From an optimization exercise on the open Yosys and OpenROAD flow, aimed at small area; shortcuts taken in it are not production practice.
The RTL was checked by simulation tests, not by an equivalence proof against the original design.

==> trial 17 <==
## conv_pe_sr
module conv_pe_sr#(parameter WIDTH = 9, parameter DW = 2 * WIDTH + 3)
(
    input clk,
    input rst_n,
    input [WIDTH-1:0] data_in,
    input data_valid,
    input [WIDTH-1:0] weight_in,
    input weight_valid,
    output [DW-1:0] data_out,
    output out_valid
);
localparam NPIX = 66;
reg [9*WIDTH-1:0] wreg;
always @(posedge clk)
    if (weight_valid)
        wreg <= {weight_in, wreg[9*WIDTH-1:WIDTH]};
reg odd;
reg [4*(WIDTH+1)-1:0] psum;
wire [WIDTH:0] pair_sum = {weight_in[WIDTH-1], weight_in} + {wreg[9*WIDTH-1], wreg[9*WIDTH-1:8*WIDTH]};
always @(posedge clk)
begin
    if (!rst_n)
        odd <= 1'b0;
    else if (weight_valid)
        odd <= ~odd;
    if (weight_valid && odd)
        psum <= {pair_sum, psum[4*(WIDTH+1)-1:WIDTH+1]};
end
reg [NPIX*WIDTH-1:0] pix;
always @(posedge clk)
    if (data_valid)
        pix <= {pix[(NPIX-1)*WIDTH-1:0], data_in};
reg [4:0] col;
reg [1:0] row;
reg ov;
always @(posedge clk)
begin
    if (!rst_n)
    begin
        col <= 0;
        row <= 0;
        ov <= 1'b0;
    end
    else
    begin
        ov <= data_valid && row[1] && (col >= 2);
        if (data_valid)
        begin
            col <= col + 1'b1;
            if (col == 31 && !row[1])
                row <= row + 1'b1;
        end
    end
end
wire [WIDTH-1:0] x0 = pix[585 +: WIDTH];
wire [WIDTH-1:0] w0 = wreg[0 +: WIDTH];
wire [WIDTH-1:0] x1 = pix[576 +: WIDTH];
wire [WIDTH-1:0] w1 = wreg[9 +: WIDTH];
  ...
==> flow/config.mk <==
export PLATFORM = sky130hd
export DESIGN_NAME = conv_pe_sr
export DESIGN_NICKNAME = conv_pe_sr
export VERILOG_FILES = /design/flow/design.v
export SDC_FILE = /design/flow/constraint.sdc
export NUM_CORES = 8
export LEC_CHECK = 0
export CAP_MARGIN = 20
export CORE_MARGIN = 2
export CORE_UTILIZATION = 70
export SLEW_MARGIN = 20
export SYNTH_HIERARCHICAL = 1
export SYNTH_MINIMUM_KEEP_SIZE = 0
==> flow/constraint.sdc <==
create_clock -name core_clock -period 10.0 [get_ports {clk}]
set_input_delay 2.0000 -clock core_clock [delete_from_list [all_inputs] [get_ports {clk}]]
set_output_delay 2.0000 -clock core_clock [all_outputs]
set_load 0.01 [all_outputs]
standard.sh (not shown) runs the stock make flow with config.mk's settings and CLKGATE_MAP_FILE= SYNTH_SCRIPT=/design/flow/synth_recipe.tcl, a recipe that flattens the netlist after the stock synthesis.
==> flow/flow/run.sh <==
#!/bin/bash
# Layout: the standard flow (standard.sh, its synthesis unchanged), with
# plain buf_1 cells as the port buffers and clock tree synthesis given its own
# buffer (clkbuf_8), sink clustering and no dummy loads. The tools' logs are
# in orfs/logs/; standard.sh's own output goes to standard.log here.
set -euo pipefail
CTS="-sink_clustering_enable -repair_clock_nets -dont_use_dummy_load -buf_list sky130_fd_sc_hd__clkbuf_8 -sink_clustering_size 18 -sink_clustering_max_diameter 60"
bash standard.sh "BUFFER_PORTS_ARGS=-buffer_cell sky130_fd_sc_hd__buf_1" "CTS_ARGS=$CTS" finish > standard.log 2>&1
==> build 74 (differences from trial 17) <==
--- a/flow/design.v
+++ b/flow/design.v
@@ -1003,25 +1003,29 @@
 wire s1398, c1399; g_xn2 us1398 (.a(c1397), .b(s898), .y(s1398)); assign c1399 = c1397 & ~s898;
 wire s1400, c1401; fa us1400 (.a(~c899), .b(s980), .ci(c1399), .s(s1400), .co(c1401));
 wire s1402, c1403; g_xn2 us1402 (.a(c1401), .b(s1060), .y(s1402)); assign c1403 = c1401 & ~s1060;
 wire s1404, c1405; g_xn2 us1404 (.a(c1403), .b(s1134), .y(s1404)); assign c1405 = c1403 & ~s1134;
 wire s1406, c1407; fa us1406 (.a(c1135), .b(s1198), .ci(~c1405), .s(s1406), .co(c1407));
 wire s1408, c1409; fa us1408 (.a(~s1250), .b(s1252), .ci(c1407), .s(s1408), .co(c1409));
 wire s1410, c1411; fa us1410 (.a(c1253), .b(s1296), .ci(c1409), .s(s1410), .co(c1411));
 reg [14:0] res_lo;
-reg [8:0] res_hi;
+reg [5:0] res_a;
+reg [5:0] res_b;
 reg res_c;
 always @(posedge clk)
 begin
-    res_lo <= {s1410, s1408, s1406, s1404, s1402, s1400, s1398, s1396, s1394, s1392, s1390, s1388, s1386, s1384, s552};
-    res_hi <= {c1383, c1381, s1382, s1378, s1370, s1354, c1331, s1330, c1297};
-    res_c <= c1411;
+    res_lo <= {~s1410, ~s1408, ~s1406, s1404, s1402, s1400, s1398, s1396, s1394, s1392, s1390, s1388, ~s1386, s1384, ~s552};
+    res_a <= {c1381, s1382, ~s1378, s1370, c1331, ~c1297};
+    res_b <= {c1383, 1'b0, 1'b0, 1'b0, s1354, s1330};
+    res_c <= ~c1411;
 end
 assign out_valid = ov;
-wire s1412, c1413; fa us1412 (.a(~res_hi[0]), .b(res_hi[1]), .ci(~res_c), .s(s1412), .co(c1413));
-wire s1414, c1415; fa us1414 (.a(res_hi[2]), .b(res_hi[3]), .ci(c1413), .s(s1414), .co(c1415));
-wire s1416, c1417; ha us1416 (.a(res_hi[4]), .b(c1415), .s(s1416), .co(c1417));
-wire s1418, c1419; g_xn2 us1418 (.a(c1417), .b(res_hi[5]), .y(s1418)); assign c1419 = c1417 & ~res_hi[5];
-wire s1420, c1421; ha us1420 (.a(res_hi[6]), .b(c1419), .s(s1420), .co(c1421));
-wire s1422, c1423; fa us1422 (.a(res_hi[7]), .b(res_hi[8]), .ci(c1421), .s(s1422), .co(c1423));
-assign data_out = {s1422, s1420, s1418, s1416, s1414, s1412, ~res_lo[14], ~res_lo[13], ~res_lo[12], res_lo[11], res_lo[10], res_lo[9], res_lo[8], res_lo[7], res_lo[6], res_lo[5], res_lo[4], res_lo[3], ~res_lo[2], res_lo[1], ~res_lo[0]};
+wire [6:0] hi_c;
+assign hi_c[0] = res_c;
+fa uh0 (.a(res_a[0]), .b(res_b[0]), .ci(hi_c[0]), .s(data_out[15]), .co(hi_c[1]));
+fa uh1 (.a(res_a[1]), .b(res_b[1]), .ci(hi_c[1]), .s(data_out[16]), .co(hi_c[2]));
+fa uh2 (.a(res_a[2]), .b(res_b[2]), .ci(hi_c[2]), .s(data_out[17]), .co(hi_c[3]));
+fa uh3 (.a(res_a[3]), .b(res_b[3]), .ci(hi_c[3]), .s(data_out[18]), .co(hi_c[4]));
+fa uh4 (.a(res_a[4]), .b(res_b[4]), .ci(hi_c[4]), .s(data_out[19]), .co(hi_c[5]));
+fa uh5 (.a(res_a[5]), .b(res_b[5]), .ci(hi_c[5]), .s(data_out[20]), .co(hi_c[6]));
+assign data_out[14:0] = res_lo;
 endmodule
==> flow/flow/run.sh (replaced) <==
#!/bin/bash
# Layout: the standard flow (standard.sh, its synthesis unchanged), with
# plain buf_1 cells as the port buffers, global placement that keeps none of
# its trial resizing, and clock tree synthesis given its own
# buffer (clkbuf_8), sink clustering and no dummy loads. The tools' logs are
# in orfs/logs/; standard.sh's own output goes to standard.log here.
set -euo pipefail
CTS="-sink_clustering_enable -repair_clock_nets -dont_use_dummy_load -buf_list sky130_fd_sc_hd__clkbuf_8 -sink_clustering_size 16 -sink_clustering_max_diameter 60"
bash standard.sh "BUFFER_PORTS_ARGS=-buffer_cell sky130_fd_sc_hd__buf_1" "CTS_ARGS=$CTS" GPL_KEEP_OVERFLOW=0 finish > standard.log 2>&1
==> summary of the runs <==
Clock skew: build 74 is higher than trial 17 (0.0088 ns). Maximum frequency: build 74 is higher than trial 17 (about 1.4%). In trial 17 the clock-buffer cell count is lower than in build 74, by 4. Between trial 17 and build 74, the lower register-to-register slack is in trial 17 (gap 0.13 ns). Of trial 17 and build 74, build 74 has the higher via count (gap 1.0%, measured against build 74). First-iteration DRC count is about the same in trial 17 and build 74. Between build 74 and trial 17, the lower synthesized area is in build 74 (gap about 0.26%, measured against trial 17). Global-route usage: build 74 is higher than trial 17 (1.0 points).

re-timing with driven ports:
The results above use ideal ports. As a check the final layouts listed here were re-extracted and re-timed, cells and wires unchanged. Step 1 (the two cells are an assumption about what drives the block):
set clk [get_ports {clk}]
set_driving_cell -lib_cell sky130_fd_sc_hd__clkbuf_16 $clk
set_driving_cell -lib_cell sky130_fd_sc_hd__buf_2 [delete_from_list [all_inputs] $clk]
Step 2, shift: input delay + t, output delay - t, t = (earliest + latest rising clock arrival at the registers) / 2. This alone moves slack from input paths to output paths. Slacks: ideal ports / drivers / drivers and shift; pairs: ideal ports / drivers.
run	t (ns)	setup slack, ns	worst hold slack (ns)	worst setup path at the end
trial 17	0.719	0.573 / 0.573 / 0.573	0.382 / 0.382 / 0.382	register to register
build 74	0.726	0.706 / 0.706 / 0.706	0.383 / 0.383 / 0.383	register to register
After both steps every run listed still meets setup and hold.
